Context: an optimization exercise on an open-source flow, tuned for small area. The choices shown serve that exercise and are no tape-out recipe.
The RTL was checked by simulation tests, not by an equivalence proof against the original design.
The clock port is modelled as an ideal driver, which makes a skipped or thinned clock tree look cheaper than it is; a real chip needs a root buffer or a tree.
Power is estimated from default activity; no workload was simulated.

try-yarrow:
// i2s_to_tdm
module i2s_to_tdm
#(
	parameter G_BITS = 16
)(
	input wire in_mclk,
	input wire in_reset,
	input wire in_sclk,
	input wire in_fclk,
	input wire in_din,
	output wire out_sclk,
	output wire out_fclk,
	output wire out_dout
);
Size: ~82 flip-flops, roughly 3100 um2 of cells after synthesis.
Settings: LEC_CHECK=0, CAP_MARGIN=0, CORE_MARGIN=2, CORE_UTILIZATION=40, SLEW_MARGIN=0; clock period 81.38 ns.
standard.sh (not shown) runs the stock make flow with config.mk's settings and CLKGATE_MAP_FILE= SYNTH_SCRIPT=/design/flow/synth_recipe.tcl, a recipe that flattens the netlist after the stock synthesis.
==> flow/flow/run.sh <==
#!/bin/bash
# Own flow: the standard layout (unchanged synthesis, floorplan, power grid
# and tap cells, placement, routing), with these changes:
#  - port buffers of the smallest buffer,
#  - the buffers ABC put in during synthesis removed before placement, and
#    every other combinational cell given its smallest drive strength
#    (flow/downsize.tcl); placement's repair then sizes up what it must,
#  - the clock tree rebuilt after clock tree synthesis by flow/clock_tree.tcl:
#    the first of CLOCK_TREES (groups, buffer cell; smallest area first)
#    whose worst clock-pin slew is estimated at most CLOCK_SLEW_TARGET_PS,
#    each buffer driving the flip-flops of one part of the core.
# Every tool's output goes to the ORFS logs under orfs/logs; make's own
# output goes to standard.log here.
set -euo pipefail
export CTS_ARGS="-sink_clustering_enable -repair_clock_nets -dont_use_dummy_load"
export BUFFER_PORTS_ARGS="-buffer_cell sky130_fd_sc_hd__buf_1"
export REMOVE_ABC_BUFFERS=1
export POST_CTS_TCL="$PWD/flow/clock_tree.tcl"
export POST_FLOORPLAN_TCL="$PWD/flow/downsize.tcl"
export CLOCK_TREES="{2 sky130_fd_sc_hd__clkbuf_16} {4 sky130_fd_sc_hd__clkbuf_8} {3 sky130_fd_sc_hd__clkbuf_16} {5 sky130_fd_sc_hd__clkbuf_8} {6 sky130_fd_sc_hd__clkbuf_8} {4 sky130_fd_sc_hd__clkbuf_16} {7 sky130_fd_sc_hd__clkbuf_8} {8 sky130_fd_sc_hd__clkbuf_8} {10 sky130_fd_sc_hd__clkbuf_8} {12 sky130_fd_sc_hd__clkbuf_8}"
export CLOCK_ROOT_BUF=sky130_fd_sc_hd__clkbuf_4
export CLOCK_SLEW_TARGET_PS=110
bash standard.sh "CTS_ARGS=$CTS_ARGS" "BUFFER_PORTS_ARGS=$BUFFER_PORTS_ARGS" \
	"REMOVE_ABC_BUFFERS=$REMOVE_ABC_BUFFERS" "POST_CTS_TCL=$POST_CTS_TCL" \
	"POST_FLOORPLAN_TCL=$POST_FLOORPLAN_TCL" finish > standard.log 2>&1
==> flow/flow/clock_tree.tcl <==
set clk_port_net in_mclk
set trees $::env(CLOCK_TREES)
set root_cell $::env(CLOCK_ROOT_BUF)
# slews come in ns
set target [expr {$::env(CLOCK_SLEW_TARGET_PS) * 1e-3}]

set db [ord::get_db]
set block [ord::get_db_block]
set root [$block findNet $clk_port_net]

# walk the existing tree from the clock port: buffers and their nets, and sinks
set sinks {}
set tree_insts {}
set tree_nets {}
set todo [list $root]
while {[llength $todo]} {
  set net [lindex $todo 0]
  set todo [lrange $todo 1 end]
  foreach it [$net getITerms] {
    if {![$it isInputSignal]} { continue }
    set inst [$it getInst]
    set m [[$inst getMaster] getName]
    if {[string match "*clkbuf*" $m] || [string match "*__buf_*" $m]} {
      lappend tree_insts $inst
      foreach ot [$inst getITerms] {
        if {[$ot isOutputSignal]} {
          set on [$ot getNet]
          if {$on ne "NULL" && $on ne ""} { lappend tree_nets $on; lappend todo $on }
        }
      }
    } elseif {[string match "*inv*" $m]} {
      error "inverter $m in the clock tree"
    } else {
      lappend sinks $it
    }
  }
}
puts "clock_tree: [llength $sinks] sinks, removing [llength $tree_insts] buffers"
foreach it $sinks { $it disconnect }
foreach inst $tree_insts { odb::dbInst_destroy $inst }
foreach net $tree_nets { odb::dbNet_destroy $net }

proc sink_xy {it} {
  set b [[$it getInst] getBBox]
  return [list [expr {([$b xMin] + [$b xMax]) / 2}] [expr {([$b yMin] + [$b yMax]) / 2}]]
}

# recursive bisection into k groups along the longer side
proc bisect {items k} {
  if {$k <= 1} { return [list $items] }
  set pts {}
  set xs {}; set ys {}
  foreach it $items {
    lassign [sink_xy $it] x y
    lappend pts [list $it $x $y]
    lappend xs $x; lappend ys $y
  }
  set xs [lsort -integer $xs]; set ys [lsort -integer $ys]
  set w [expr {[lindex $xs end] - [lindex $xs 0]}]
  set h [expr {[lindex $ys end] - [lindex $ys 0]}]
  set idx [expr {$w >= $h ? 1 : 2}]
  set pts [lsort -integer -index $idx $pts]
  set k1 [expr {$k / 2}]
  set n1 [expr {int(round(double([llength $pts]) * $k1 / $k))}]
  set a {}; set b {}
  set i 0
  foreach p $pts {
    if {$i < $n1} { lappend a [lindex $p 0] } else { lappend b [lindex $p 0] }
    incr i
  }
  return [concat [bisect $a $k1] [bisect $b [expr {$k - $k1}]]]
}

proc centroid {its} {
  set sx 0; set sy 0
  foreach it $its { lassign [sink_xy $it] x y; incr sx $x; incr sy $y }
  set n [llength $its]
  return [list [expr {$sx / $n}] [expr {$sy / $n}]]
}

proc add_buf {cell name in_net out_name x y} {
  set inst [odb::dbInst_create [ord::get_db_block] [[ord::get_db] findMaster $cell] $name]
  set net [odb::dbNet_create [ord::get_db_block] $out_name]
  $net setSigType CLOCK
  [$inst findITerm A] connect $in_net
  [$inst findITerm X] connect $net
  $inst setLocation $x $y
  $inst setPlacementStatus PLACED
  return [list $inst $net]
}

proc worst_clk_slew {sinks} {
  estimate_parasitics -placement
  set worst 0
  foreach it $sinks {
    set iname [[$it getInst] getName]
    if {[catch {set s [get_property [get_pins "$iname/CLK"] slew_max]}]} { return 1e9 }
    if {$s > $worst} { set worst $s }
  }
  return $worst
}

set done 0
foreach tree $trees {
  lassign $tree k cell
  set made_insts {}; set made_nets {}
  set feed $root
  if {$k > 4} {
    lassign [centroid $sinks] cx cy
    lassign [add_buf $root_cell clkbuf_root $root clknet_root $cx $cy] inst net
    lappend made_insts $inst; lappend made_nets $net
    set feed $net
  }
  set gi 0
  foreach g [bisect $sinks $k] {
    lassign [centroid $g] cx cy
    lassign [add_buf $cell clkbuf_grp_$gi $feed clknet_grp_$gi $cx $cy] inst net
    lappend made_insts $inst; lappend made_nets $net
    foreach it $g { $it connect $net }
    puts "clock_tree: $k x $cell: group $gi: [llength $g] sinks, buffer at ($cx, $cy)"
    incr gi
  }
  set w [worst_clk_slew $sinks]
  puts "clock_tree: $k x $cell: worst estimated flip-flop clock slew [expr {$w * 1e3}] ps"
  if {$w <= $target} { set done 1; break }
  foreach it $sinks { $it disconnect }
  foreach inst $made_insts { odb::dbInst_destroy $inst }
  foreach net $made_nets { odb::dbNet_destroy $net }
}
if {!$done} { error "clock_tree: no tree in CLOCK_TREES meets the slew target" }

detailed_placement
check_placement -verbose
puts "clock_tree: after legalisation: worst estimated flip-flop clock slew [expr {[worst_clk_slew $sinks] * 1e3}] ps"
report_clock_skew
==> flow/flow/downsize.tcl <==
# POST_FLOORPLAN hook: give every combinational cell the smallest drive
# strength of its kind (synthesis sizes cells for speed the design does not
# need); placement's repair_design then sizes up or buffers only the nets
# that break the slew and capacitance limits. Flip-flops keep their cells.
set db [ord::get_db]
set block [ord::get_db_block]
set n 0
foreach inst [$block getInsts] {
  set m [$inst getMaster]
  set name [$m getName]
  if {![regexp {^(sky130_fd_sc_hd__[a-z0-9]+)_([0-9]+)$} $name -> base size]} { continue }
  if {[regexp {__(df|edf|sdf|sedf|dl|tap|fill|decap|conb|diode)} $name]} { continue }
  set best $m
  foreach s {0 1 2} {
    set c [$db findMaster ${base}_$s]
    if {$c eq "NULL" || $c eq ""} { continue }
    if {[catch {set dont [$c isDontUse]}]} { set dont 0 }
    if {$dont} { continue }
    if {[$c getWidth] < [$best getWidth]} { set best $c }
  }
  if {$best ne $m} {
    $inst swapMaster $best
    incr n
  }
}
puts "downsize: $n cells given a smaller drive strength"
For try-quartz, these inputs were changed with respect to try-yarrow:
diff --git a/flow/flow/run.sh b/flow/flow/run.sh
--- a/flow/flow/run.sh
+++ b/flow/flow/run.sh
@@ -22 +22 @@
-export CLOCK_SLEW_TARGET_PS=110
+export CLOCK_SLEW_TARGET_PS=115
diff --git a/flow/config.mk b/flow/config.mk
--- a/flow/config.mk
+++ b/flow/config.mk
@@ -10 +10 @@
-export CORE_UTILIZATION = 40
+export CORE_UTILIZATION = 85
Results
Relative to try-yarrow, routed wire length has gone up in try-quartz.
try-quartz and try-yarrow ended up with nearly the same later-pin clock latency in the skew report.
Compared with try-yarrow, try-quartz shows power after layout lower by 4.0%.
Input changes introduced in try-garnet (baseline for comparison: try-quartz):
diff --git a/flow/flow/run.sh b/flow/flow/run.sh
--- a/flow/flow/run.sh
+++ b/flow/flow/run.sh
@@ -22 +22 @@
-export CLOCK_SLEW_TARGET_PS=115
+export CLOCK_SLEW_TARGET_PS=110
diff --git a/flow/config.mk b/flow/config.mk
--- a/flow/config.mk
+++ b/flow/config.mk
@@ -8 +8 @@
-export CAP_MARGIN = 0
+export CAP_MARGIN = 20
@@ -10,2 +10,2 @@
-export CORE_UTILIZATION = 85
-export SLEW_MARGIN = 0
+export CORE_UTILIZATION = 40
+export SLEW_MARGIN = 20
Findings:
Overall global routing resource usage is higher on try-quartz. [compare] base=try-quartz new=try-garnet: routed wire length fell by about 10%, met3 track utilization from global routing now smaller, met1 wire length went up about 20%, core utilization decreased 45 points, post-route worst setup slack now sits higher.
diff inputs: try-garnet => try-ember
diff --git a/flow/flow/run.sh b/flow/flow/run.sh
--- a/flow/flow/run.sh
+++ b/flow/flow/run.sh
@@ -22 +22 @@
-export CLOCK_SLEW_TARGET_PS=110
+export CLOCK_SLEW_TARGET_PS=115
diff --git a/flow/config.mk b/flow/config.mk
--- a/flow/config.mk
+++ b/flow/config.mk
@@ -8 +8 @@
-export CAP_MARGIN = 20
+export CAP_MARGIN = 0
@@ -10,2 +10,4 @@
-export CORE_UTILIZATION = 40
-export SLEW_MARGIN = 20
+export CORE_UTILIZATION = 85
+export GPL_ROUTABILITY_DRIVEN = 0
+export GPL_TIMING_DRIVEN = 0
+export SLEW_MARGIN = 0
[summary]
Combinational power on try-ember is up relative to try-garnet.
~same sequential power in try-garnet and try-ember
When try-ember is measured against try-garnet, its setup slack turns out 0.19 ns lower.
Share of the cycle needed by the critical path after routing: try-ember vs try-garnet up 0.23 points
Fraction of power consumed by the clock network: lower on try-ember
First-pass iteration count of the detailed router, try-garnet and try-ember: smaller value in try-garnet
Full die area delta for try-ember relative to try-garnet: about 50% lower
Per the comparison of try-ember with try-garnet, final instance area shows a reduction of about 2.2%; initial core utilization rose 46 points; total length of routed met2 wires moved up.
The worst setup path endpoint comes out i2s.data[18] in one run and i2s.data[30] in the other, namely in try-garnet and try-ember respectively.
Relative to try-ember, the following input files were edited for try-willow:
diff --git a/flow/flow/run.sh b/flow/flow/run.sh
--- a/flow/flow/run.sh
+++ b/flow/flow/run.sh
@@ -5,3 +5 @@
-#  - the buffers ABC put in during synthesis removed before placement, and
-#    every other combinational cell given its smallest drive strength
-#    (flow/downsize.tcl); placement's repair then sizes up what it must,
+#  - the buffers ABC put in during synthesis removed before placement,
@@ -19 +16,0 @@
-export POST_FLOORPLAN_TCL="$PWD/flow/downsize.tcl"
@@ -22 +19 @@
-export CLOCK_SLEW_TARGET_PS=115
+export CLOCK_SLEW_TARGET_PS=110
@@ -24,2 +21 @@
-	"REMOVE_ABC_BUFFERS=$REMOVE_ABC_BUFFERS" "POST_CTS_TCL=$POST_CTS_TCL" \
-	"POST_FLOORPLAN_TCL=$POST_FLOORPLAN_TCL" finish > standard.log 2>&1
+	"REMOVE_ABC_BUFFERS=$REMOVE_ABC_BUFFERS" "POST_CTS_TCL=$POST_CTS_TCL" finish > standard.log 2>&1
diff --git a/flow/config.mk b/flow/config.mk
--- a/flow/config.mk
+++ b/flow/config.mk
@@ -8 +8 @@
-export CAP_MARGIN = 0
+export CAP_MARGIN = 20
@@ -10,4 +10,2 @@
-export CORE_UTILIZATION = 85
-export GPL_ROUTABILITY_DRIVEN = 0
-export GPL_TIMING_DRIVEN = 0
-export SLEW_MARGIN = 0
+export CORE_UTILIZATION = 40
+export SLEW_MARGIN = 20
removed: flow/flow/downsize.tcl
- Compared with try-ember, total wire length in try-willow decreased by more than a quarter.
- try-willow -> try-ember: layout multi-input combinational cell count delta 0, exact match
- | power | try-willow vs try-ember | worse |
- Delay of the slowest cell on the worst path (try-willow over try-ember): decrease, 0.38 ns
- For the pre-CTS setup slack, try-willow came in 0.44 ns higher than try-ember did.
- Diff try-ember and try-willow: worst-case setup margin in the final layout higher in try-willow
- In the flow results for try-ember and try-willow, the multi-input gate share of the layout cell area is smaller on try-ember.
- Max data arrival at the endpoint of the critical path across try-ember and try-willow: try-ember
- | height of the chip | lower: try-ember |
- Changes observed in try-willow relative to try-ember: upper clock frequency limit went up 1.9 MHz, worst hold slack fell by 0.0081 ns.
The inputs of try-onyx differ from those of try-willow as listed below.
diff --git a/flow/flow/run.sh b/flow/flow/run.sh
--- a/flow/flow/run.sh
+++ b/flow/flow/run.sh
@@ -5 +5,3 @@
-#  - the buffers ABC put in during synthesis removed before placement,
+#  - the buffers ABC put in during synthesis removed before placement, and
+#    every other combinational cell given its smallest drive strength
+#    (flow/downsize.tcl); placement's repair then sizes up what it must,
@@ -16,0 +19 @@
+export POST_FLOORPLAN_TCL="$PWD/flow/downsize.tcl"
@@ -21 +24,2 @@
-	"REMOVE_ABC_BUFFERS=$REMOVE_ABC_BUFFERS" "POST_CTS_TCL=$POST_CTS_TCL" finish > standard.log 2>&1
+	"REMOVE_ABC_BUFFERS=$REMOVE_ABC_BUFFERS" "POST_CTS_TCL=$POST_CTS_TCL" \
+	"POST_FLOORPLAN_TCL=$POST_FLOORPLAN_TCL" finish > standard.log 2>&1
==> flow/flow/downsize.tcl (new file) <==
# POST_FLOORPLAN hook: give every combinational cell the smallest drive
# strength of its kind (synthesis sizes cells for speed the design does not
# need); placement's repair_design then sizes up or buffers only the nets
# that break the slew and capacitance limits. Flip-flops keep their cells.
set db [ord::get_db]
set block [ord::get_db_block]
set n 0
foreach inst [$block getInsts] {
  set m [$inst getMaster]
  set name [$m getName]
  if {![regexp {^(sky130_fd_sc_hd__[a-z0-9]+)_([0-9]+)$} $name -> base size]} { continue }
  if {[regexp {__(df|edf|sdf|sedf|dl|tap|fill|decap|conb|diode)} $name]} { continue }
  set best $m
  foreach s {0 1 2} {
    set c [$db findMaster ${base}_$s]
    if {$c eq "NULL" || $c eq ""} { continue }
    if {[catch {set dont [$c isDontUse]}]} { set dont 0 }
    if {$dont} { continue }
    if {[$c getWidth] < [$best getWidth]} { set best $c }
  }
  if {$best ne $m} {
    $inst swapMaster $best
    incr n
  }
}
puts "downsize: $n cells given a smaller drive strength"
diff --git a/flow/config.mk b/flow/config.mk
--- a/flow/config.mk
+++ b/flow/config.mk
@@ -8 +8 @@
-export CAP_MARGIN = 20
+export CAP_MARGIN = 0
@@ -10,2 +10,2 @@
-export CORE_UTILIZATION = 40
-export SLEW_MARGIN = 20
+export CORE_UTILIZATION = 65
+export SLEW_MARGIN = 0
[summary]
- try-onyx finished end to end and its layout was clean on timing, DRC and antenna.
- When try-onyx is measured against try-willow, its number of detailed-routing iterations run before antenna repair turns out 1 higher.
- Run comparison: try-onyx slowest cell on the critical path sky130_fd_sc_hd__and2b_1; try-willow slowest cell on the critical path sky130_fd_sc_hd__and2b_4
- Compared try-willow against try-onyx; sequential cell count within noise.
- Route | try-onyx vs try-willow | wire shorter in try-onyx
- Re maximum frequency: try-onyx is 1.2 MHz down on try-willow.
- Looking at cell area, try-onyx sits 110 um2 lower than try-willow does.
In every run of this note, the design's own scripts or RTL, not TritonCTS, make the clock network.

separate check: timing with driven ports:
No port has a modelled driver above. Below, the same layouts with a new extraction and two added sets of constraints. Step 1 assumes that a clkbuf_16 drives the clock port and a buf_2 every other input. Step 2 adds t to the input delays and takes it off the output delays; t is the mean of the earliest and latest rising clock arrival at the registers after step 1. Input paths then give back, and output paths get back, about the clock's delay inside the block. Three values: ideal, step 1, step 2; two values: the first two.
run	shift t [ns]	setup WS [ns]	latest minus earliest clock arrival (ns)
try-yarrow	0.226	63.389 / 63.433 / 63.207	0.011 / 0.011
try-quartz	0.216	63.296 / 63.320 / 63.104	0.005 / 0.004
try-garnet	0.224	63.335 / 63.378 / 63.154	0.018 / 0.019
try-ember	0.222	63.148 / 63.174 / 62.952	0.007 / 0.008
try-willow	0.221	63.746 / 63.788 / 63.568	0.012 / 0.013
try-onyx	0.217	63.375 / 63.416 / 63.199	0.008 / 0.008
After both steps setup and hold are still met in every run listed. The setup slack of try-ember, which loses most, moves by +0.026 ns with the drivers and by -0.196 ns with both steps.
